Source: an optimization exercise on an open RTL-to-GDS flow (aim: small area). Production flows keep margins and buffers that such runs may drop.
Only simulation tests tie the RTL to the original design; equivalence was not proved.
Power is estimated from default activity; no workload was simulated.

File: flow/config.mk
export PLATFORM = sky130hd
export DESIGN_NAME = test_adt7420_driver
export DESIGN_NICKNAME = test_adt7420_driver
export VERILOG_FILES = /design/flow/design.v
export SDC_FILE = /design/flow/constraint.sdc
export NUM_CORES = 4
export LEC_CHECK = 0
export ABC_AREA = 1
export CAP_MARGIN = 20
export CORE_MARGIN = 2
export CORE_UTILIZATION = 60
export CTS_BUF_LIST = sky130_fd_sc_hd__clkbuf_2 sky130_fd_sc_hd__clkbuf_4
export SLEW_MARGIN = 20
File: flow/constraint.sdc
create_clock -name core_clock -period 13.0 [get_ports {CLK100MHZ}]
set_input_delay 2.6000 -clock core_clock [delete_from_list [all_inputs] [get_ports {CLK100MHZ}]]
set_output_delay 2.6000 -clock core_clock [all_outputs]
set_load 0.01 [all_outputs]
File: flow/design.v
`timescale 1ns / 1ps
module test_adt7420_driver (
    input  logic CLK100MHZ,
    input  logic RST,
    input  logic TMP_SDA_I,
    output logic TMP_SDA_O,
    output logic TMP_SDA_OE,
    output logic TMP_SCL,
    output logic [6:0] SEG,
    output logic [7:0] AN,
    output logic [15:0] LED
);
    logic [8:0] pre;
    logic [4:0] jc;                                
    logic       scl;
    logic [4:0] slot;
    logic [2:0] a5;
    logic [2:0] sel;
    logic       powered;
    logic [7:0] shreg;
    logic [7:0] temp_c;
    wire tick     = (pre == 9'd499);
    wire b10_wrap = jc[4] & ~jc[3];                
    wire b10_8    = jc[3] & ~jc[2];                
    wire b10_0    = ~jc[4] & ~jc[0];               
    wire b10_ge5  = jc[4];                         
    wire slot_end = b10_wrap & ~scl;               
    wire blk_end  = slot_end & slot[0];            
    wire a5_wrap  = (a5 == 3'd4);
    wire shift_slot = (slot <= 5'd17) | (slot == 5'd19) | (slot == 5'd27);
    wire sample     = scl & b10_8 & shift_slot;
    wire load       = powered & (slot == 5'd26) & ~scl & b10_0;
    always_ff @(posedge CLK100MHZ) begin
        if (RST) begin
            pre     <= 9'd0;
            jc      <= 5'd0;
            scl     <= 1'b1;
            slot    <= 5'd12;
            a5      <= 3'd0;
            sel     <= 3'd0;
            powered <= 1'b0;
            temp_c  <= 8'd0;
        end else begin
            pre <= tick ? 9'd0 : pre + 9'd1;
            if ((slot == 5'd0) & (sel == 3'd2))
                powered <= 1'b1;
            if (tick) begin
                jc <= {jc[3:0], ~jc[4]};
                if (b10_wrap)
                    scl <= ~scl;
                if (slot_end)
                    slot <= (slot == 5'd27) ? 5'd0 : slot + 5'd1;
                if (blk_end) begin
                    a5 <= a5_wrap ? 3'd0 : a5 + 3'd1;
                    if (a5_wrap)
                        sel <= sel + 3'd1;
                end
                if (load)
                    temp_c <= shreg;
            end
        end
    end
    always_ff @(posedge CLK100MHZ)
        if (tick & sample)
            shreg <= {shreg[6:0], TMP_SDA_I};
    wire late = ~scl & b10_ge5;                    
    logic oe_u, o_u;
    always_comb begin
        oe_u = 1'b0;
        o_u  = 1'b1;
        case (slot)
            5'd0:  begin oe_u = 1'b1; o_u = late | (scl & ~b10_ge5); end
            5'd1:  begin oe_u = 1'b1; o_u = ~late; end
            5'd2:  begin oe_u = 1'b1; o_u = 1'b0; end
            5'd3:  begin oe_u = 1'b1; o_u = late; end
            5'd4:  begin oe_u = 1'b1; o_u = ~late; end
            5'd5:  begin oe_u = 1'b1; o_u = late; end
            5'd6:  begin oe_u = 1'b1; o_u = 1'b1; end
            5'd7:  begin oe_u = 1'b1; o_u = 1'b1; end
            5'd8:  begin oe_u = scl;  o_u = 1'b1; end
            5'd17: begin oe_u = ~scl; o_u = 1'b0; end
            5'd18: begin oe_u = scl;  o_u = 1'b0; end
            5'd26: begin oe_u = ~scl; o_u = 1'b1; end
            5'd27: begin oe_u = 1'b1; o_u = 1'b1; end
            default: ;
        endcase
    end
    assign TMP_SDA_OE = ~powered | oe_u;
    assign TMP_SDA_O  = ~powered | o_u;
    assign TMP_SCL    = scl;
    logic [2:0] r5 [0:10];
    logic [9:0] q5;
    wire  [9:0] c4 = {temp_c, 2'b00};
    assign r5[0] = 3'd0;
    for (genvar i = 0; i < 10; i++) begin : g_div5
        always_comb begin
            case ({r5[i], c4[9-i]})
                4'd0: {q5[9-i], r5[i+1]} = {1'b0, 3'd0};
                4'd1: {q5[9-i], r5[i+1]} = {1'b0, 3'd1};
                4'd2: {q5[9-i], r5[i+1]} = {1'b0, 3'd2};
                4'd3: {q5[9-i], r5[i+1]} = {1'b0, 3'd3};
                4'd4: {q5[9-i], r5[i+1]} = {1'b0, 3'd4};
                4'd5: {q5[9-i], r5[i+1]} = {1'b1, 3'd0};
                4'd6: {q5[9-i], r5[i+1]} = {1'b1, 3'd1};
                4'd7: {q5[9-i], r5[i+1]} = {1'b1, 3'd2};
                4'd8: {q5[9-i], r5[i+1]} = {1'b1, 3'd3};
                4'd9: {q5[9-i], r5[i+1]} = {1'b1, 3'd4};
                default: {q5[9-i], r5[i+1]} = 4'bxxxx;
            endcase
        end
    end
    wire [7:0] temp_f = temp_c + q5[7:0] + 8'd32;
    assign LED = {temp_f, temp_c};
    wire [7:0] v     = sel[2] ? temp_f : temp_c;
    logic [3:0] r10 [0:8];
    logic [7:0] tens8;
    assign r10[0] = 4'd0;
    for (genvar i = 0; i < 8; i++) begin : g_div10
        wire [3:0] t = {r10[i][2:0], v[7-i]};
        assign tens8[7-i] = (r10[i] > 4'd4);
        assign r10[i+1]   = tens8[7-i] ? t - 4'd10 : t;
    end
    wire [3:0] ones = r10[8];
    wire [3:0] digit = sel[0] ? tens8[3:0] : ones;
    logic [6:0] dseg;
    always_comb begin
        case (digit)
            4'd0: dseg = 7'b000_0001;
            4'd1: dseg = 7'b100_1111;
            4'd2: dseg = 7'b001_0010;
            4'd3: dseg = 7'b000_0110;
            4'd4: dseg = 7'b100_1100;
            4'd5: dseg = 7'b010_0100;
            4'd6: dseg = 7'b010_0000;
            4'd7: dseg = 7'b000_1111;
            4'd8: dseg = 7'b000_0000;
            4'd9: dseg = 7'b000_0100;
            default: dseg = 7'b111_1111;
        endcase
    end
    always_comb begin
        if (sel[1])
            SEG = dseg;
        else if (sel[0])
            SEG = 7'b001_1100;                     
        else if (sel[2])
            SEG = 7'b011_1000;                     
        else
            SEG = 7'b011_0001;                     
    end
    assign AN = ~(8'd1 << sel);
endmodule
File: flow/run.sh
#!/bin/bash
# synth_recipe.tcl (not shown) runs the flow's synth.tcl, then flattens the netlist and writes it again
# the make line also repeats each setting of config.mk as NAME=value (left out here)
make -C /OpenROAD-flow-scripts/flow DESIGN_CONFIG=/design/flow/config.mk WORK_HOME=/design/flow/orfs CLKGATE_MAP_FILE= SYNTH_SCRIPT=/design/flow/synth_recipe.tcl finish
==> results.toml, run 1 <==
[setup_path]
critical_path_peak_fanout = 6
critical_path_buf_inv_count = 13
critical_path.reg2reg.startpoint = "pre[0]"
cpPeakStageDelay_ns = 0.54
cp_common_cell = "sky130_fd_sc_hd__nand2_1"
cp_data_arrival_time_ns = 9.25
setup.reg_to_reg.worst_slack_ns = 10.22
reg2reg_depth = 14
cpMaxStageDelayCell = "sky130_fd_sc_hd__clkdlybuf4s50_1"
critical_path_required_ns = 10.40
end_kind = "output pin"
timing.critical_path.from_type = "flip-flop"
path_class = "reg -> out"
r2r_end = "sel[1]"
critical_path.top_delay_family = "simple AND/OR/NAND/NOR gates"

[yosys]
synthesis.yosys.warnings = 3
dominantRegCellSynth = "sky130_fd_sc_hd__dfxtp_1"
yosysSeqAreaShare = 0.255
syn_area_per_cell_sq_um = 7.00
synth-edff-count = 8
synth_nets = 573
netlist_instances = 527
syn_area_sq_um = 3690
synth.ff_latch_count = 43
post_synth_num_cell_types = 45
async_reset_ff_frac = 0

[power_and_ir_drop]
netSwitchingFraction = 0.215
intPower_w = 0.000160
power_density_normalized_to_cell_area_nw_per_um2 = 48.8
power_switching_w = 0.0000440
power.share.combinational = 0.021
power.static_leakage_nw = 1.96
p_clk_frac = 0.312
vdd_ir_drop_max_v = 0.0000935
power_frac_seq = 0.667

[route]
ant_nets = 0
detail_route.drc_violations = 0
drt_first_iter_violations = 97
routed_wire_length_per_instance_microns = 11.5
routed-via-count = 3367
wirelength_mm = 7.38
drt_pre_antenna_iters = 4
route.detailed.vias_per_inst = 5.26

[floorplanning]
io_pins = 37
die_area_sq_um = 6790
core_area_sq_um = 5920
fp.dieW_microns = 82.4
die_y_microns = 82.4
placementRows = 28
start_util = 0.623

[clocking]
clk_pin_slew_worst_paths_ns = 0.12
root_buffer = "sky130_fd_sc_hd__clkbuf_4"
post-cts-setup-buffer-count = 0
ctsHoldBuffers = 0
cts_inserted_buffers = 5
total_number_of_h_tree_levels = 2
cts_tree = "yes"
insertion_delay_ns = 0.34
cts_num_sinks = 43
cts-root-to-sink-buffers = 2

[hold_path]
worst_hold_path.num_cells = 1
worst_hold_startpoint = "pre[0]"
worstHoldEndpoint = "pre[0]"
worstHoldPathType = "reg -> reg"

[timing]
hold_fails_final_rpt = 0
timing.final.crit_period_ns = 11.85
timing.final.crit_share = 0.911
final-setup-viol-count = 0
maxSlewViolCount = 0
max_clk_rate_mhz = 84.4
tns_ns = 0
worstMarginPinSlew_ns = 0.664
worst_slew_margin_rel = 0.554
rsz0062_at_grt = "false"
finalClockSkew_ns = 0.00903

[place]
buffer_ports.inserted = 36
dp_hpwl_mm = 5.99
post_dp_cell_area_sq_um = 4110
finalWeightedCongestion = 0.890

[layout]
sequential_cell_area_sq_um = 941
finalNetCount = 610
n_antenna_cell = 0
fillerInstances = 523
post-route-cell-area_sq_um = 4190
syn_to_final_growth_pct = 13.5
multi_input_comb_area_sq_um = 2340
post_route_cells_drive_above_1_share = 0.101

[global_routing]
grt_first_pass_wirelength_mm = 12.3
grt_pass1_vias = 2966
antenna_violations_before_repair = 0
largest_net_degree_at_the_start_of_global_routing = 21
globalRouteTotalUtil = 0.227
gr-total-overflow = 0

[run_status]
run_status = "no timing/DRC/antenna violations"

[job]
max-cap-violations = 0
==> cell type report <==
cell class	count	area share
Clock buffer	6	0.0108
Clock inverter	2	0.00299
Inverter	102	0.0914
Multi-Input combinational cell	375	0.560
Sequential cell	43	0.225
Tap cell	75	0.0224
Timing Repair Buffer	37	0.0878
==> sequential cells by signal, indices dropped and copies added (netlist names) <==
signal,cells
powered,1
shreg,8
pre,9
jc,5
scl,1
temp_c,8
slot,5
a5,3
sel,3
==> how the worst max path moves through the flow <==
stage	start	to	cells after the start	slack, ns
after floorplan	temp_c[7]	SEG[0]	66	2.82
after global placement	temp_c[7]	SEG[0]	68	1.92
after detailed placement	temp_c[7]	SEG[0]	68	1.53
after CTS	temp_c[7]	SEG[0]	68	1.12
after global routing	temp_c[7]	SEG[0]	69	0.02
final	temp_c[7]	SEG[0]	67	1.15
==> per-layer routing <==
layer / vias to the layer above / global-route usage / share of wire
met5: - / 0 / 0
met4: 0 / 0.0550 / 0.0085
met3: 6 / 0.0315 / 0.028
met2: 50 / 0.418 / 0.51
met1: 1525 / 0.277 / 0.45
li1: 1786 / - / -
==> synthesized netlist by cell type, types with 7 or more instances <==
library cell	count	area share
sky130_fd_sc_hd__a21oi_1	32	0.043
sky130_fd_sc_hd__dfxtp_1	35	0.19
sky130_fd_sc_hd__edfxtp_1	8	0.065
sky130_fd_sc_hd__ha_1	42	0.14
sky130_fd_sc_hd__inv_1	96	0.098
sky130_fd_sc_hd__nand2_1	86	0.087
sky130_fd_sc_hd__nand2_2	12	0.020
sky130_fd_sc_hd__nand2_4	8	0.024
sky130_fd_sc_hd__nand3_1	36	0.049
sky130_fd_sc_hd__nand3_2	7	0.019
sky130_fd_sc_hd__nor2_1	50	0.051
sky130_fd_sc_hd__nor3_1	9	0.012
sky130_fd_sc_hd__o21ai_0	35	0.047
==> power groups by stage <==
stage	clock network [W]	logic, W	registers, W
after floorplan	0	0.00000294	0.000139
after global placement	0	0.00000426	0.000139
after detailed placement	0	0.00000437	0.000139
after CTS	0.0000667	0.00000439	0.000136
after global routing	0.0000707	0.00000521	0.000137
final	0.0000637	0.00000431	0.000136
==> placed cells by master (no fill, tap or decap), types with 12 or more instances in the layout <==
cell type and count:
sky130_fd_sc_hd__nor2_1 50, sky130_fd_sc_hd__inv_1 96, sky130_fd_sc_hd__ha_1 41, sky130_fd_sc_hd__nand3_1 36, sky130_fd_sc_hd__dfxtp_1 35, sky130_fd_sc_hd__nand2_1 86, sky130_fd_sc_hd__a21oi_1 32, sky130_fd_sc_hd__o21ai_0 34
sky130_fd_sc_hd__nand2_2 12, sky130_fd_sc_hd__clkdlybuf4s50_1 36
==> what timing repair did <==
item                                    CTS  global route
endpoints found under the hold margin     0             0
resized for setup                         0             3
endpoints found under the setup margin    0             1
==> worst reg2reg max path: stages, from the launching register on <==
cell	delay [ns]
sky130_fd_sc_hd__dfxtp_1	0.37
sky130_fd_sc_hd__ha_1	0.18
sky130_fd_sc_hd__nand2_1	0.09
sky130_fd_sc_hd__nor3_1	0.13
sky130_fd_sc_hd__nand2_1	0.19
sky130_fd_sc_hd__nor2_1	0.17
sky130_fd_sc_hd__inv_1	0.07
sky130_fd_sc_hd__nor3_1	0.24
sky130_fd_sc_hd__inv_1	0.19
sky130_fd_sc_hd__nor2_1	0.35
sky130_fd_sc_hd__inv_1	0.15
sky130_fd_sc_hd__nor2_1	0.24
sky130_fd_sc_hd__inv_1	0.11
sky130_fd_sc_hd__o21ai_0	0.15
sky130_fd_sc_hd__a21oi_1	0.05
==> cell families after synthesis <==
family,synth area share
buffers and inverters,0.116
AND/OR/NAND/NOR,0.308
adder cells (fa/ha/maj),0.148
AO/OA/AOI/OAI,0.154
flip-flops,0.255
XOR/XNOR,0.0190
==> through the flow <==
| stage | cells | hold slack [ns] | utilization | power (W) | setup slack, ns |
|---|---|---|---|---|---|
| floorplan | 527 | 0.418 | - | 0.000142 | 2.82 |
| global placement | 632 | 0.428 | 0.695 | 0.000144 | 1.92 |
| detailed placement | 632 | 0.435 | 0.695 | 0.000144 | 1.53 |
| CTS | 640 | 0.465 | 0.705 | 0.000208 | 1.12 |
| global route | 640 | 0.478 | 0.707 | 0.000212 | 0.0224 |
| finish | 640 | 0.457 | 0.707 | 0.000204 | 1.15 |
==> run 2, diff against run 1 <==
--- a/flow/design.v
+++ b/flow/design.v
@@ -21,6 +21,5 @@
     logic [7:0] temp_c;
-    wire tick     = (pre == 9'd499);
+    wire tick     = ~|{pre[8:6], pre[4:2], pre[0]};
     wire b10_wrap = jc[4] & ~jc[3];                
     wire b10_8    = jc[3] & ~jc[2];                
-    wire b10_0    = ~jc[4] & ~jc[0];               
     wire b10_ge5  = jc[4];                         
@@ -31,6 +30,6 @@
     wire sample     = scl & b10_8 & shift_slot;
-    wire load       = powered & (slot == 5'd26) & ~scl & b10_0;
+    wire load       = powered & (slot == 5'd26) & ~scl;
     always_ff @(posedge CLK100MHZ) begin
         if (RST) begin
-            pre     <= 9'd0;
+            pre     <= 9'h010;
             jc      <= 5'd0;
@@ -43,3 +42,3 @@
         end else begin
-            pre <= tick ? 9'd0 : pre + 9'd1;
+            pre <= tick ? 9'h010 : {pre[7:0], pre[8] ^ pre[4]};
             if ((slot == 5'd0) & (sel == 3'd2))
@@ -95,17 +94,5 @@
     for (genvar i = 0; i < 10; i++) begin : g_div5
-        always_comb begin
-            case ({r5[i], c4[9-i]})
-                4'd0: {q5[9-i], r5[i+1]} = {1'b0, 3'd0};
-                4'd1: {q5[9-i], r5[i+1]} = {1'b0, 3'd1};
-                4'd2: {q5[9-i], r5[i+1]} = {1'b0, 3'd2};
-                4'd3: {q5[9-i], r5[i+1]} = {1'b0, 3'd3};
-                4'd4: {q5[9-i], r5[i+1]} = {1'b0, 3'd4};
-                4'd5: {q5[9-i], r5[i+1]} = {1'b1, 3'd0};
-                4'd6: {q5[9-i], r5[i+1]} = {1'b1, 3'd1};
-                4'd7: {q5[9-i], r5[i+1]} = {1'b1, 3'd2};
-                4'd8: {q5[9-i], r5[i+1]} = {1'b1, 3'd3};
-                4'd9: {q5[9-i], r5[i+1]} = {1'b1, 3'd4};
-                default: {q5[9-i], r5[i+1]} = 4'bxxxx;
-            endcase
-        end
+        wire [3:0] t = {r5[i], c4[9-i]};
+        assign q5[9-i]  = (t >= 4'd5);
+        assign r5[i+1]  = q5[9-i] ? 3'(t - 4'd5) : t[2:0];
     end
@@ -118,5 +105,5 @@
     for (genvar i = 0; i < 8; i++) begin : g_div10
-        wire [3:0] t = {r10[i][2:0], v[7-i]};
-        assign tens8[7-i] = (r10[i] > 4'd4);
-        assign r10[i+1]   = tens8[7-i] ? t - 4'd10 : t;
+        wire [4:0] t = {r10[i], v[7-i]};
+        assign tens8[7-i] = (t >= 5'd10);
+        assign r10[i+1]   = tens8[7-i] ? 4'(t - 5'd10) : t[3:0];
     end
==> flow/flow/run.sh (new file) <==
#!/bin/bash
# Own layout flow: the standard flow, except that
#  - synthesis is the standard synthesis (synth_recipe.tcl) with a stronger,
#    area-oriented ABC script for the combinational logic (flow/area.abc) and no
#    separate adder mapping; registers are mapped exactly as in the standard run;
#  - port buffers are the smallest buffer cell.
set -euo pipefail
W=$(pwd)
F=$W/flow
cat > "$W/own_synth.tcl" <<EOS
proc abc {args} {
  set i [lsearch -exact \$args -script]
  if {\$i >= 0} { set args [lreplace \$args \$i [expr {\$i + 1}] -script $F/area.abc] }
  yosys abc {*}\$args
}
source $W/synth_recipe.tcl
EOS
sed -e "s#SYNTH_SCRIPT=[^ ]*#SYNTH_SCRIPT=$W/own_synth.tcl ADDER_MAP_FILE= 'BUFFER_PORTS_ARGS=-buffer_cell sky130_fd_sc_hd__buf_1'#" standard.sh > "$W/own.sh"
bash "$W/own.sh" synth > "$W/synth.log" 2>&1
bash "$W/own.sh" finish > "$W/layout.log" 2>&1
==> flow/flow/area.abc (new file) <==
strash
dc2
&get -n
&deepsyn -T 15
&put
dch -f
amap
strash
&get -n
&deepsyn -T 15
&put
dch -f
amap
strash
&get -n
&deepsyn -T 15
&put
dch -f
amap
topo
==> flow/standard.sh (new file) <==
#!/bin/bash
# synth_recipe.tcl (not shown) runs the flow's synth.tcl, then flattens the netlist and writes it again
# the make line also repeats each setting of config.mk as NAME=value (left out here)
make -C /OpenROAD-flow-scripts/flow DESIGN_CONFIG=/design/flow/config.mk WORK_HOME=/design/flow/orfs CLKGATE_MAP_FILE= SYNTH_SCRIPT=/design/flow/synth_recipe.tcl "${@:-finish}"
--- a/flow/config.mk
+++ b/flow/config.mk
@@ -7,3 +7,2 @@
 export LEC_CHECK = 0
-export ABC_AREA = 1
 export CAP_MARGIN = 20
@@ -11,3 +10,3 @@
 export CORE_UTILIZATION = 60
-export CTS_BUF_LIST = sky130_fd_sc_hd__clkbuf_2 sky130_fd_sc_hd__clkbuf_4
+export CTS_BUF_LIST = sky130_fd_sc_hd__clkbuf_4 sky130_fd_sc_hd__clkbuf_8
 export SLEW_MARGIN = 20
removed: flow/run.sh
==> results.toml, run 2 <==
[clocking]
cts_inserted_buffers = 5
cts_num_sinks = 43
ctsHoldBuffers = 0
total_number_of_h_tree_levels = 2
root_buffer = "sky130_fd_sc_hd__clkbuf_8"
cts_tree = "yes"
insertion_delay_ns = 0.31
cts-root-to-sink-buffers = 2
clk_pin_slew_worst_paths_ns = 0.09

[setup_path]
cpPeakStageDelay_ns = 0.44
path_class = "reg -> out"
cp_common_cell = "sky130_fd_sc_hd__nor2_1"
cp_data_arrival_time_ns = 9.26
critical_path_peak_fanout = 6
cpMaxStageDelayCell = "sky130_fd_sc_hd__dfxtp_1"
end_kind = "output pin"
critical_path_buf_inv_count = 12
critical_path.reg2reg.startpoint = "pre[2]"
critical_path_required_ns = 10.40
critical_path.top_delay_family = "compound AO/OA/AOI/OAI gates"
timing.critical_path.from_type = "flip-flop"
timing.critical_path.from = "temp_c[7]"

[timing]
timing.final.crit_period_ns = 11.86
worst_slew_margin_rel = 0.304
timing.final.crit_share = 0.912
rsz0062_at_grt = "false"
maxSlewViolCount = 0
hold_fails_final_rpt = 0
finalClockSkew_ns = 0.0138
tns_ns = 0
max_clk_rate_mhz = 84.3
final-setup-viol-count = 0
min_setup_slack_post_route_ns = 1.14
worstMarginPinSlew_ns = 1.04

[global_routing]
antenna_violations_before_repair = 0
globalRouteTotalUtil = 0.275
grt_first_pass_wirelength_mm = 9.51
largest_net_degree_at_the_start_of_global_routing = 20
gr-total-overflow = 0
grt_pass1_vias = 2192

[yosys]
netlist_instances = 317
ranking_of_synthesized_cells_by_instance_count = "sky130_fd_sc_hd__nor2_1 (65), sky130_fd_sc_hd__clkinv_1 (57), sky130_fd_sc_hd__dfxtp_1 (35), sky130_fd_sc_hd__nand2_1 (20), sky130_fd_sc_hd__o22ai_1 (17)"
synth.ff_latch_count = 43
post_synth_num_cell_types = 36
synth_nets = 320
syn_area_sq_um = 2360
synthesis.yosys.warnings = 3
synth-edff-count = 8
async_reset_ff_frac = 0
synthDominantAreaCellType = "sky130_fd_sc_hd__dfxtp_1"
yosysSeqAreaShare = 0.399
synth.top_cell.area_share = 0.297
dominantRegCellSynth = "sky130_fd_sc_hd__dfxtp_1"
area_contributors_post_synth = "sky130_fd_sc_hd__dfxtp_1 (30%), sky130_fd_sc_hd__nor2_1 (10%), sky130_fd_sc_hd__edfxtp_1 (10%), sky130_fd_sc_hd__clkinv_1 (9.1%), sky130_fd_sc_hd__o22ai_1 (4.5%)"
yosysMostFrequentCell = "sky130_fd_sc_hd__nor2_1"
syn_area_per_cell_sq_um = 7.44

[route]
wirelength_mm = 5.63
routed_wire_length_per_instance_microns = 13.8
ant_nets = 0
drt_pre_antenna_iters = 4
drt_first_iter_violations = 139
route.detailed.vias_per_inst = 5.89
top_layer = "met4"
detail_route.drc_violations = 0
detail_route_met3_wl_microns = 254
met1Wirelength_mm = 2.60
routed-via-count = 2410
wl_met2_mm = 2.72

[floorplanning]
start_util = 0.635
placementRows = 22
die_y_microns = 66.7
die_area_sq_um = 4450
io_pins = 37
fp.dieW_microns = 66.7
core_area_sq_um = 3720

[place]
detailedPlace.worstSlack_ns = 1.72
buffer_ports.inserted = 36
dp_hpwl_mm = 4.06
finalWeightedCongestion = 0.929

[layout]
layout_commonest_cell = "sky130_fd_sc_hd__nor2_1"
register_with_the_most_flip_flops = "pre"
n_antenna_cell = 0
biggestRegsByFlops = "pre (9), shreg (8), temp_c (8)"
finalNetCount = 363
post_route_cells_drive_above_1_share = 0.0277
syn_to_final_growth_pct = 14.5
most-common-layout-cells = "sky130_fd_sc_hd__nor2_1 (65), sky130_fd_sc_hd__clkinv_1 (57), sky130_fd_sc_hd__buf_1 (36), sky130_fd_sc_hd__dfxtp_1 (35), sky130_fd_sc_hd__nand2_1 (20)"
largest_reg_flops = 9

[power_and_ir_drop]
power.static_leakage_nw = 0.891
vdd_ir_drop_max_v = 0.0000946
power_density_normalized_to_cell_area_nw_per_um2 = 102

[run_status]
run_status = "no timing/DRC/antenna violations"

[hold_path]
worst_hold_startpoint = "pre[6]"
worstHoldPathType = "reg -> reg"

[job]
max-cap-violations = 0
-- run 2: area by class of cell --
cell class                      count  area, sq um
Clock buffer                        5         68.8
Clock inverter                      3         71.3
Fill cell                         304         1010
Inverter                           57          214
Multi-Input combinational cell    216         1200
Sequential cell                    43          941
Tap cell                           48         60.1
Timing Repair Buffer               37          143
-- run 2: kinds of logic (layout without fill, tap and decap cells) --
logic type             Yosys count  count (layout)  share of synthesized area
AND/OR/NAND/NOR                127             127                      0.235
buffers and inverters           58             102                     0.0939
AO/OA/AOI/OAI                   89              89                      0.272
flip-flops                      43              43                      0.399
-- run 2: metal layers --
metal / vias up / track usage
li1: 1234 / -
met1: 1108 / 0.345
met2: 63 / 0.475
met3: 5 / 0.0507
met4: 0 / 0.0893
met5: - / 0
-- run 2: repair_timing --
action / 4_1_cts / 5_1_grt
setup buffers: 0 / 0
setup endpoints to repair: 0 / 1
gates resized for setup: 0 / 1
-- run 2: stage by stage --
step                instances  power, W  instance area (sq um)  utilization  hold slack (ns)
floorplan                 317  0.000148                   2360            -            0.400
finish                    409  0.000276                   2700        0.727            0.427
global route              409  0.000283                   2700        0.727            0.443
global placement          401  0.000151                   2550        0.687            0.409
detailed placement        401  0.000151                   2550        0.687            0.417
CTS                       409  0.000277                   2690        0.725            0.430
-- run 2: path summary, 6_finish.rpt --
kind | to | slack, ns | cells past startpoint
worst max-delay path | SEG[3] | 1.14 | 50
worst min-delay path | pre[7] | 0.43 | 2
worst max register to register | temp_c[0] | 9.89 | 7
worst min register to register | pre[7] | 0.43 | 2
-- run 2: tightest hold or removal path: stages, from the launching register on --
cell and delay, ns:
sky130_fd_sc_hd__dfxtp_1 0.30, sky130_fd_sc_hd__clkinv_1 0.05, sky130_fd_sc_hd__nor2_1 0.04
-- run 2: power by group --
| part | switching [W] | internal (W) |
|---|---|---|
| clock network | 0.0000491 | 0.0000780 |
| registers | 0.00000165 | 0.000139 |
| logic | 0.00000573 | 0.00000271 |
| total | 0.0000565 | 0.000219 |
==> run 3, diff against run 2 <==
--- a/flow/flow/run.sh
+++ b/flow/flow/run.sh
@@ -1,3 +1,3 @@
 #!/bin/bash
-# Own layout flow: the standard flow, except that
+# Own layout flow: the standard flow (standard.sh), except that
 #  - synthesis is the standard synthesis (synth_recipe.tcl) with a stronger,
@@ -5,3 +5,4 @@
 #    separate adder mapping; registers are mapped exactly as in the standard run;
-#  - port buffers are the smallest buffer cell.
+#  - port buffers use the smallest buffer cell;
+#  - clock tree synthesis adds no dummy load cells.
 set -euo pipefail
@@ -17,3 +18,4 @@
 EOS
-sed -e "s#SYNTH_SCRIPT=[^ ]*#SYNTH_SCRIPT=$W/own_synth.tcl ADDER_MAP_FILE= 'BUFFER_PORTS_ARGS=-buffer_cell sky130_fd_sc_hd__buf_1'#" standard.sh > "$W/own.sh"
+CTS="CTS_ARGS=-sink_clustering_enable -repair_clock_nets -buf_list {sky130_fd_sc_hd__clkbuf_4 sky130_fd_sc_hd__clkbuf_8} -dont_use_dummy_load"
+sed -e "s#SYNTH_SCRIPT=[^ ]*#SYNTH_SCRIPT=$W/own_synth.tcl ADDER_MAP_FILE= 'BUFFER_PORTS_ARGS=-buffer_cell sky130_fd_sc_hd__buf_1' '$CTS'#" standard.sh > "$W/own.sh"
 bash "$W/own.sh" synth > "$W/synth.log" 2>&1
--- a/flow/config.mk
+++ b/flow/config.mk
@@ -10,3 +10,2 @@
 export CORE_UTILIZATION = 60
-export CTS_BUF_LIST = sky130_fd_sc_hd__clkbuf_4 sky130_fd_sc_hd__clkbuf_8
 export SLEW_MARGIN = 20
==> results.toml, run 3 <==
[run_status]
run_status = "no timing/DRC/antenna violations"

[timing]
worst_slew_margin_rel = 0.404
timing.final.crit_share = 0.953
finalClockSkew_ns = 0.0133
timing.final.crit_period_ns = 12.39
hold_fails_final_rpt = 0
final-setup-viol-count = 0
timing.hold.ws_ns = 0.425
max_clk_rate_mhz = 80.7
maxSlewViolCount = 0
worstMarginPinSlew_ns = 0.892

[clocking]
root_buffer = "sky130_fd_sc_hd__clkbuf_8"
cts-root-to-sink-buffers = 2
total_number_of_h_tree_levels = 2
cts_tree = "yes"
clk_pin_slew_worst_paths_ns = 0.07
cts_num_sinks = 43
insertion_delay_ns = 0.29
cts_inserted_buffers = 5

[setup_path]
cpPeakStageDelay_ns = 0.42
cpMaxStageDelayCell = "sky130_fd_sc_hd__o21ai_0"
cp_common_cell = "sky130_fd_sc_hd__a21oi_2"
setup.reg_to_reg.worst_slack_ns = 10.19
timing.critical_path.from_type = "flip-flop"
critical_path_peak_fanout = 5
cp_data_arrival_time_ns = 9.79
path_class = "reg -> out"
critical_path.reg2reg.startpoint = "pre[2]"
end_kind = "output pin"
timing.critical_path.from = "temp_c[6]"
critical_path_required_ns = 10.40

[global_routing]
globalRouteTotalUtil = 0.251
grtUsageMet3 = 0.0541
largest_net_degree_at_the_start_of_global_routing = 30
gr-usage-met2 = 0.456
groute.layer.met1.usage = 0.299
grt_first_pass_wirelength_mm = 8.76
gr-total-overflow = 0
antenna_violations_before_repair = 0
grt_pass1_vias = 2113
grt.busiest_layer = "met2"

[power_and_ir_drop]
netSwitchingFraction = 0.200
intPower_w = 0.000174
power_density_normalized_to_cell_area_nw_per_um2 = 72.6
vdd_ir_drop_max_v = 0.0000911
power.share.combinational = 0.029
power_frac_seq = 0.637
p_clk_frac = 0.334
power_switching_w = 0.0000434
power.static_leakage_nw = 1.04

[layout]
fillerInstances = 273
post_route_cells_drive_above_1_share = 0.190
syn_to_final_growth_pct = 25.8
finalNetCount = 394
register_with_the_most_flip_flops = "pre"
post-route-cell-area_sq_um = 2990
n_antenna_cell = 0
layout_commonest_cell = "sky130_fd_sc_hd__nor2_1"
largest_reg_flops = 9
most-common-layout-cells = "sky130_fd_sc_hd__nor2_1 (59), sky130_fd_sc_hd__buf_1 (35), sky130_fd_sc_hd__clkinv_1 (34), sky130_fd_sc_hd__dfxtp_1 (33)"
biggestRegsByFlops = "pre (9), shreg (8), temp_c (8)"

[floorplanning]
die_area_sq_um = 4480
die_y_microns = 66.9
placementRows = 22
core_area_sq_um = 3740
fp.dieW_microns = 66.9
io_pins = 37
start_util = 0.635

[route]
ant_nets = 0
drt_first_iter_violations = 141
route.detailed.vias_per_inst = 5.73
wirelength_mm = 5.68
routed_wire_length_per_instance_microns = 13.0
detail_route.drc_violations = 0
routed-via-count = 2504
drt_pre_antenna_iters = 4

[yosys]
synthDominantAreaCellType = "sky130_fd_sc_hd__dfxtp_1"
yosysMostFrequentCell = "sky130_fd_sc_hd__nor2_1"
synth.top_cell.area_share = 0.295
synth-edff-count = 8
syn_area_per_cell_sq_um = 7.20
area_contributors_post_synth = "sky130_fd_sc_hd__dfxtp_1 (29%), sky130_fd_sc_hd__nor2_1 (11%), sky130_fd_sc_hd__edfxtp_1 (10%), sky130_fd_sc_hd__o21ai_0 (7.2%), sky130_fd_sc_hd__clkinv_1 (6.3%)"
dominantRegCellSynth = "sky130_fd_sc_hd__dfxtp_1"
synth_nets = 333
synthesis.yosys.warnings = 3
ranking_of_synthesized_cells_by_instance_count = "sky130_fd_sc_hd__nor2_1 (67), sky130_fd_sc_hd__clkinv_1 (40), sky130_fd_sc_hd__dfxtp_1 (35), sky130_fd_sc_hd__o21ai_0 (34), sky130_fd_sc_hd__a21oi_1 (25)"
post_synth_num_cell_types = 31
syn_area_sq_um = 2380
yosysSeqAreaShare = 0.396
synth.ff_latch_count = 43
async_reset_ff_frac = 0
netlist_instances = 330

[place]
post_dp_cell_area_sq_um = 2620
finalWeightedCongestion = 0.876
dp_hpwl_mm = 3.76
buffer_ports.inserted = 36

[hold_path]
worst_hold_startpoint = "pre[6]"
worstHoldPathType = "reg -> reg"

[job]
max-cap-violations = 0
==> run 3: changes by cell type after synthesis, moves of 8 or more <==
cell	change
sky130_fd_sc_hd__a21oi_1	+15
sky130_fd_sc_hd__a22oi_1	+8
sky130_fd_sc_hd__a32o_1	-8
sky130_fd_sc_hd__o21ai_0	+21
sky130_fd_sc_hd__nor3_1	-8
sky130_fd_sc_hd__o21a_1	+9
sky130_fd_sc_hd__clkinv_1	-17
==> run 3: worst paths after layout <==
check	cells after the start	to
worst min register to register	2	pre[7]
worst max-delay path	65	SEG[5]
worst min-delay path	2	pre[7]
worst max register to register	11	a5[2]
==> run 3: layout make-up <==
type                            instances  area [sq um]  area share
Tap cell                               48          60.1      0.0201
Multi-Input combinational cell        246          1490       0.498
Clock buffer                            5          68.8      0.0230
Timing Repair Buffer                   55           279      0.0933
Inverter                               40           150      0.0502
Sequential cell                        43           943       0.315
==> run 3: power groups by stage <==
| stage | clock [W] | sequential (W) | combinational [W] |
|---|---|---|---|
| CTS | 0.0000750 | 0.000138 | 0.00000633 |
| floorplan | 0 | 0.000141 | 0.00000360 |
| detailed placement | 0 | 0.000141 | 0.00000623 |
| finish | 0.0000726 | 0.000138 | 0.00000624 |
| global route | 0.0000800 | 0.000139 | 0.00000721 |
| global placement | 0 | 0.000141 | 0.00000619 |
==> run 3: layer usage <==
layer / vias up / share of wire
li1: 1303 / -
met1: 1141 / 0.46
met2: 53 / 0.49
met3: 7 / 0.037
met4: 0 / 0.0076
met5: - / 0
==> run 3: what timing repair did <==
item,4_1_cts,5_1_grt
hold buffers,0,0
endpoints found under the setup margin,7,7
setup buffers,3,9
pin swaps,0,13
gates resized for setup,10,62
==> run 3: cell families after synthesis <==
| family | share of synthesized area |
|---|---|
| flip-flops | 0.396 |
| AND/OR/NAND/NOR | 0.252 |
| AO/OA/AOI/OAI | 0.286 |
| buffers and inverters | 0.0663 |
==> run 3: critical path: cells and delay by family, from the launching register on <==
family	cells	cell delay (ns)
compound gates	27	4.29
buf+inv	9	0.96
flops	1	0.37
simple gates	29	3.86
==> run 3: through the flow <==
step	cells	util	setup TNS (ns)	total power, W	setup WS (ns)
detailed placement	420	0.701	-0.456	0.000148	-0.190
global placement	420	0.701	0	0.000148	0.120
finish	437	0.799	0	0.000217	0.607
floorplan	330	-	0	0.000145	0.830
global route	437	0.799	-1.54	0.000226	-0.339
CTS	428	0.734	0	0.000220	0.00737
==> run 4, diff against run 3 <==
--- a/flow/design.v
+++ b/flow/design.v
@@ -28,5 +28,5 @@
     wire a5_wrap  = (a5 == 3'd4);
-    wire shift_slot = (slot <= 5'd17) | (slot == 5'd19) | (slot == 5'd27);
+    wire shift_slot = ~slot[4] | (~slot[3] & ~slot[2] & (slot[0] | ~slot[1]));
     wire sample     = scl & b10_8 & shift_slot;
-    wire load       = powered & (slot == 5'd26) & ~scl;
+    wire load       = powered & slot[4] & slot[3] & slot[1] & ~slot[0] & ~scl;
     always_ff @(posedge CLK100MHZ) begin
@@ -43,3 +43,3 @@
             pre <= tick ? 9'h010 : {pre[7:0], pre[8] ^ pre[4]};
-            if ((slot == 5'd0) & (sel == 3'd2))
+            if (~slot[4] & ~slot[3] & ~slot[2] & sel[1] & ~sel[0])
                 powered <= 1'b1;
==> results.toml, run 4 <==
[run_status]
run_status = "no timing/DRC/antenna violations"

[layout]
register_with_the_most_flip_flops = "pre"
post_layout_nonfiller_instances = 421
final_core_utilization = 0.710
most-common-layout-cells = "sky130_fd_sc_hd__nor2_1 (64), sky130_fd_sc_hd__clkinv_1 (43), sky130_fd_sc_hd__nand2_1 (40), sky130_fd_sc_hd__buf_1 (36)"
syn_to_final_growth_pct = 11.5
biggestRegsByFlops = "pre (9), shreg (8), temp_c (8)"
fillerInstances = 334
post_route_cells_drive_above_1_share = 0.0188
largest_reg_flops = 9
layout_commonest_cell = "sky130_fd_sc_hd__nor2_1"
finalNetCount = 378
n_antenna_cell = 0
post-route-cell-area_sq_um = 2640

[floorplanning]
placementRows = 22
fp.dieW_microns = 66.8
die_area_sq_um = 4460
die_y_microns = 66.8
start_util = 0.637
io_pins = 37
core_area_sq_um = 3720

[timing]
min_setup_slack_post_route_ns = 1.98
hold_fails_final_rpt = 0
tns_ns = 0
rsz0062_at_grt = "false"
worst_slew_margin_rel = 0.364
timing.final.crit_share = 0.848
worstMarginPinSlew_ns = 0.946
timing.final.crit_period_ns = 11.02
max_clk_rate_mhz = 90.7
final-setup-viol-count = 0
maxSlewViolCount = 0
finalClockSkew_ns = 0.0193

[yosys]
syn_area_sq_um = 2370
netlist_instances = 331
yosysMostFrequentCell = "sky130_fd_sc_hd__nor2_1"
post_synth_num_cell_types = 36
ranking_of_synthesized_cells_by_instance_count = "sky130_fd_sc_hd__nor2_1 (64), sky130_fd_sc_hd__clkinv_1 (43), sky130_fd_sc_hd__nand2_1 (40), sky130_fd_sc_hd__dfxtp_1 (35), sky130_fd_sc_hd__o21ai_0 (35)"
synthesis.yosys.warnings = 3
async_reset_ff_frac = 0
synth.top_cell.area_share = 0.296
syn_area_per_cell_sq_um = 7.15
synthDominantAreaCellType = "sky130_fd_sc_hd__dfxtp_1"
synth.ff_latch_count = 43
dominantRegCellSynth = "sky130_fd_sc_hd__dfxtp_1"
synth-edff-count = 8
synth_nets = 334
yosysSeqAreaShare = 0.398
area_contributors_post_synth = "sky130_fd_sc_hd__dfxtp_1 (30%), sky130_fd_sc_hd__edfxtp_1 (10%), sky130_fd_sc_hd__nor2_1 (10%), sky130_fd_sc_hd__o21ai_0 (7.4%), sky130_fd_sc_hd__clkinv_1 (6.8%)"

[power_and_ir_drop]
vdd_ir_drop_max_v = 0.000104
power_switching_w = 0.0000434
power.static_leakage_nw = 0.893
p_clk_frac = 0.334
intPower_w = 0.000174
power_density_normalized_to_cell_area_nw_per_um2 = 82.5
power_frac_seq = 0.636
netSwitchingFraction = 0.200
power.share.combinational = 0.030

[global_routing]
grt_first_pass_wirelength_mm = 9.02
groute.layer.met1.usage = 0.339
grtUsageMet3 = 0.0422
globalRouteTotalUtil = 0.257
grt_pass1_vias = 2108
largest_net_degree_at_the_start_of_global_routing = 22
antenna_violations_before_repair = 0
gr-usage-met2 = 0.429
grt.busiest_layer = "met2"
gr-total-overflow = 0

[setup_path]
cp_data_arrival_time_ns = 8.42
end_kind = "output pin"
critical_path.top_delay_family = "compound AO/OA/AOI/OAI gates"
cp_common_cell = "sky130_fd_sc_hd__o21ai_0"
critical_path_buf_inv_count = 5
cpPeakStageDelay_ns = 0.50
path_class = "reg -> out"
critical_path_peak_fanout = 8
cpMaxStageDelayCell = "sky130_fd_sc_hd__a21oi_1"
critical_path_required_ns = 10.40
timing.critical_path.from_type = "flip-flop"

[route]
ant_nets = 0
drt_first_iter_violations = 333
wirelength_mm = 5.52
detail_route.drc_violations = 0
drt_pre_antenna_iters = 5
routed-via-count = 2522
routed_wire_length_per_instance_microns = 13.1
route.detailed.vias_per_inst = 5.99

[job]
max-cap-violations = 0

[clocking]
cts_num_sinks = 43
total_number_of_h_tree_levels = 2
cts-root-to-sink-buffers = 2
clk_pin_slew_worst_paths_ns = 0.08
root_buffer = "sky130_fd_sc_hd__clkbuf_8"
post_cts.resized_instances = 0
insertion_delay_ns = 0.29
cts_tree = "yes"
cts_inserted_buffers = 5
post-cts-setup-buffer-count = 0
ctsHoldBuffers = 0

[place]
placed_cells_incl_taps = 416
buffer_ports.inserted = 36
finalWeightedCongestion = 0.962
detailedPlace.worstSlack_ns = 2.58
dp_hpwl_mm = 4.17
post_dp_cell_area_sq_um = 2570

[hold_path]
worstHoldPathType = "reg -> reg"
run 4: area by class of cell:
class | count | area [sq um] | share of cell area
Sequential cell | 43 | 941 | 0.357
Tap cell | 48 | 60.1 | 0.0228
Clock buffer | 5 | 68.8 | 0.0261
Timing Repair Buffer | 38 | 150 | 0.0569
Multi-Input combinational cell | 244 | 1260 | 0.476
Inverter | 43 | 161 | 0.0612
run 4: final timing paths:
kind                                start  depth (start not counted)      to  slack, ns
worst max-delay path            temp_c[6]                         43  SEG[5]       1.98
worst min-delay path               pre[7]                          2  pre[8]       0.43
worst max register to register     pre[2]                         12  sel[2]      10.30
worst min register to register     pre[7]                          2  pre[8]       0.43
run 4: worst register-to-register path, stage by stage (launching register included):
cell and delay [ns]:
sky130_fd_sc_hd__dfxtp_1 0.32, sky130_fd_sc_hd__nor4_1 0.29, sky130_fd_sc_hd__nand4_1 0.33, sky130_fd_sc_hd__nor2_1 0.23, sky130_fd_sc_hd__nand2_1 0.09, sky130_fd_sc_hd__nor2_1 0.16
sky130_fd_sc_hd__nand2_1 0.16, sky130_fd_sc_hd__or2_0 0.25, sky130_fd_sc_hd__nor3_1 0.25, sky130_fd_sc_hd__nand2_1 0.11, sky130_fd_sc_hd__nor2_1 0.17, sky130_fd_sc_hd__nor2_1 0.06
sky130_fd_sc_hd__a211oi_1 0.16
run 4: kinds of logic after synthesis:
family,after synthesis,share of synthesized area
buf+inv,44,0.0714
flops,43,0.398
compound gates,107,0.285
simple gates,137,0.246
run 4: routing by layer:
layer  vias to the layer above  wire length, microns
met5                         -                     0
met4                         0                   102
met3                        15                   354
met2                       120                  2580
met1                      1120                  2480
li1                       1267                     -
run 4: metrics by stage:
step           hold slack (ns)  total power (W)
6_report                 0.431         0.000218
5_1_grt                  0.467         0.000226
4_1_cts                  0.427         0.000219
3_5_place_dp             0.417         0.000148
3_3_place_gp             0.419         0.000148
2_1_floorplan            0.400         0.000145
run 4: power by group through the flow:
stage               registers [W]  clock network (W)    logic, W
finish                   0.000138          0.0000728  0.00000651
floorplan                0.000141                  0  0.00000408
detailed placement       0.000141                  0  0.00000655
global route             0.000138          0.0000803  0.00000743
global placement         0.000141                  0  0.00000651
CTS                      0.000138          0.0000743  0.00000663
==> run 5, diff against run 4 <==
--- a/flow/flow/area.abc
+++ b/flow/flow/area.abc
@@ -20 +20,5 @@
 topo
+stime -c
+buffer -c
+upsize -c -D 6800
+dnsize -c -D 6800
==> results.toml, run 5 <==
[floorplanning]
io_pins = 37
die_y_microns = 68.0
fp.dieW_microns = 68.0
core_area_sq_um = 3970
die_area_sq_um = 4630
start_util = 0.620
placementRows = 23

[global_routing]
groute.layer.met1.usage = 0.331
grt_first_pass_wirelength_mm = 9.34
grt.busiest_layer = "met2"
largest_net_degree_at_the_start_of_global_routing = 19
grtUsageMet3 = 0.0378
grt_pass1_vias = 2207
antenna_violations_before_repair = 0
gr-usage-met2 = 0.444
globalRouteTotalUtil = 0.266
gr-total-overflow = 0

[power_and_ir_drop]
power_density_normalized_to_cell_area_nw_per_um2 = 82.0
intPower_w = 0.000176
power.share.combinational = 0.037
p_clk_frac = 0.329
power_frac_seq = 0.633
power.static_leakage_nw = 1.05
power_switching_w = 0.0000453
netSwitchingFraction = 0.205
vdd_ir_drop_max_v = 0.000132

[yosys]
netlist_instances = 349
complex_gate_fraction_of_the_synthesized_area = 0.235
post_synth_num_cell_types = 41
synthDominantAreaCellType = "sky130_fd_sc_hd__dfxtp_1"
area_contributors_post_synth = "sky130_fd_sc_hd__dfxtp_1 (28%), sky130_fd_sc_hd__nor2_1 (11%), sky130_fd_sc_hd__edfxtp_1 (9.8%), sky130_fd_sc_hd__inv_1 (7.6%), sky130_fd_sc_hd__o21ai_0 (5.1%)"
async_reset_ff_frac = 0
area_share_of_fa_ha_maj_cells_after_synthesis = 0
syn_area_per_cell_sq_um = 7.05
synth.ff_latch_count = 43
synth.top_cell.area_share = 0.285
ranking_of_synthesized_cells_by_instance_count = "sky130_fd_sc_hd__nor2_1 (74), sky130_fd_sc_hd__inv_1 (50), sky130_fd_sc_hd__dfxtp_1 (35), sky130_fd_sc_hd__nand2_1 (28), sky130_fd_sc_hd__o21ai_0 (25)"
synth_nets = 352
synth-edff-count = 8
yosysSeqAreaShare = 0.382
syn_area_sq_um = 2460
synthesis.yosys.warnings = 3
post_synth_xor_area_fraction = 0
combinational_family_with_the_most_area_after_synthesis = "simple AND/OR/NAND/NOR gates"
synth_simple_gate_area_frac = 0.287
yosysMostFrequentCell = "sky130_fd_sc_hd__nor2_1"
synthMuxAreaShare = 0
dominantRegCellSynth = "sky130_fd_sc_hd__dfxtp_1"

[clocking]
insertion_delay_ns = 0.30
cts_inserted_buffers = 5
post_cts.resized_instances = 0
cts_num_sinks = 43
post-cts-setup-buffer-count = 0
clk_pin_slew_worst_paths_ns = 0.08
total_number_of_h_tree_levels = 2
cts-root-to-sink-buffers = 2
ctsHoldBuffers = 0
root_buffer = "sky130_fd_sc_hd__clkbuf_8"
cts_tree = "yes"

[setup_path]
critical_path_required_ns = 10.40
path_class = "reg -> out"
reg2reg_depth = 11
end_kind = "output pin"
timing.critical_path.from_type = "flip-flop"
cpPeakStageDelay_ns = 0.79
cp_common_cell = "sky130_fd_sc_hd__nor2_1"
setup.reg_to_reg.worst_slack_ns = 10.31
cpMaxStageDelayCell = "sky130_fd_sc_hd__a2111oi_0"
cp_data_arrival_time_ns = 7.91
critical_path_peak_fanout = 6

[route]
ant_nets = 0
route.detailed.vias_per_inst = 5.89
detail_route.drc_violations = 0
routed_wire_length_per_instance_microns = 13.5
routed-via-count = 2537
drt_pre_antenna_iters = 4
wirelength_mm = 5.80
drt_first_iter_violations = 191

[job]
max-cap-violations = 0

[timing]
tns_ns = 0
final-setup-viol-count = 0
worst_slew_margin_rel = 0.375
finalClockSkew_ns = 0.0207
max_clk_rate_mhz = 95.1
timing.final.crit_share = 0.808
timing.final.crit_period_ns = 10.51
hold_fails_final_rpt = 0
worstMarginPinSlew_ns = 0.914
timing.hold.ws_ns = 0.417
maxSlewViolCount = 0
rsz0062_at_grt = "false"

[layout]
post_route_cells_drive_above_1_share = 0.0289
finalNetCount = 386
n_antenna_cell = 0
final_core_utilization = 0.679
register_with_the_most_flip_flops = "pre"
post_layout_nonfiller_instances = 431
layout_commonest_cell = "sky130_fd_sc_hd__nor2_1"
syn_to_final_growth_pct = 9.61
largest_reg_flops = 9
biggestRegsByFlops = "pre (9), shreg (8), temp_c (8)"
most-common-layout-cells = "sky130_fd_sc_hd__nor2_1 (74), sky130_fd_sc_hd__inv_1 (50), sky130_fd_sc_hd__buf_1 (36), sky130_fd_sc_hd__dfxtp_1 (35), sky130_fd_sc_hd__nand2_1 (28)"

[place]
buffer_ports.inserted = 36
finalWeightedCongestion = 0.841
placed_cells_incl_taps = 426
dp_hpwl_mm = 4.34

[hold_path]
worst_hold_path.num_cells = 2
worstHoldPathType = "reg -> reg"

[run_status]
run_status = "no timing/DRC/antenna violations"
## run 5: changes by cell type after synthesis, moves of 7 or more
cell                       change
sky130_fd_sc_hd__nor2_1       +10
sky130_fd_sc_hd__nand2_1      -12
sky130_fd_sc_hd__clkinv_1     -42
sky130_fd_sc_hd__o21ai_0      -10
sky130_fd_sc_hd__clkbuf_1      +9
sky130_fd_sc_hd__nor3_1       +10
sky130_fd_sc_hd__inv_1        +50
sky130_fd_sc_hd__a32o_1        +8
sky130_fd_sc_hd__nand3_1       +7
sky130_fd_sc_hd__a21oi_1       -9
## run 5: layout make-up
class | instances | area [sq um]
multi-input combinational | 244 | 1280
fill | 377 | 1270
sequential | 43 | 941
inverter | 51 | 191
timing repair buffer | 38 | 150
clock buffer | 5 | 68.8
tap | 50 | 62.6
## run 5: kinds of logic after synthesis
family / count (synthesis)
AND/OR/NAND/NOR: 159
buffers and inverters: 62
AO/OA/AOI/OAI: 85
flip-flops: 43
## run 5: final timing paths
path | from | to
setup reg to reg | pre[2] | sel[2]
hold / removal | pre[6] | pre[7]
setup / recovery | temp_c[4] | SEG[3]
hold reg to reg | pre[6] | pre[7]
## run 5: worst max-delay path: cells and delay by family, from the launching register on
kind	cells	cell delay, ns
and+or+nand+nor	16	2.14
AOI/OAI and AO/OA	18	4.25
buffers and inverters	6	0.78
DFF	1	0.45
## run 5: power groups by stage
| stage | Sequential (W) | Clock (W) | Combinational [W] |
|---|---|---|---|
| 2_1_floorplan | 0.000143 | 0 | 0.00000631 |
| 3_3_place_gp | 0.000143 | 0 | 0.00000816 |
| 3_5_place_dp | 0.000143 | 0 | 0.00000830 |
| 4_1_cts | 0.000140 | 0.0000745 | 0.00000834 |
| 5_1_grt | 0.000140 | 0.0000784 | 0.00000928 |
| 6_report | 0.000140 | 0.0000728 | 0.00000826 |
## run 5: layer usage
| layer | wire, microns | part of all wire |
|---|---|---|
| met4 | 110 | 0.019 |
| met2 | 2800 | 0.48 |
| met3 | 316 | 0.054 |
| met5 | 0 | 0 |
| met1 | 2570 | 0.44 |
## run 5: through the flow
stage / power [W] / area [sq um] / setup slack [ns]
floorplan: 0.000149 / 2460 / 3.88
global placement: 0.000151 / 2630 / 3.18
detailed placement: 0.000151 / 2630 / 3.02
CTS: 0.000223 / 2700 / 2.63
global route: 0.000228 / 2700 / 1.51
finish: 0.000221 / 2700 / 2.49

## static timing again, ports no longer ideal
How much do the figures lean on ideal ports? The routed layouts below were timed once more, with nothing changed but the port constraints.
Step 1: set_driving_cell puts a clkbuf_16 on CLK100MHZ and a buf_2 on each other input, an assumption about the parent block.
Step 2 moves the port delays by t, midway between the first and last clock arrival at a register: inputs arrive t later, outputs are due t later. That takes back most of the time a late clock gives input paths.
Slacks: no drivers / after step 1 / after step 2; pairs: no drivers / after step 1.
run	shift t [ns]	setup slack, ns	clock arrival spread, ns	worst slew at a driven data input, ns	cell pins on the clock port's net
run 1	0.358	1.154 / 1.130 / 1.489	0.009 / 0.009	0.04	1
run 2	0.326	1.141 / 1.114 / 1.440	0.014 / 0.014	0.03	1
run 3	0.305	0.607 / 0.584 / 0.889	0.014 / 0.014	0.04	1
run 4	0.303	1.977 / 1.954 / 2.257	0.020 / 0.019	0.03	1
run 5	0.314	2.490 / 2.462 / 2.775	0.021 / 0.021	0.03	1
After both steps setup and hold are still met in every run listed.
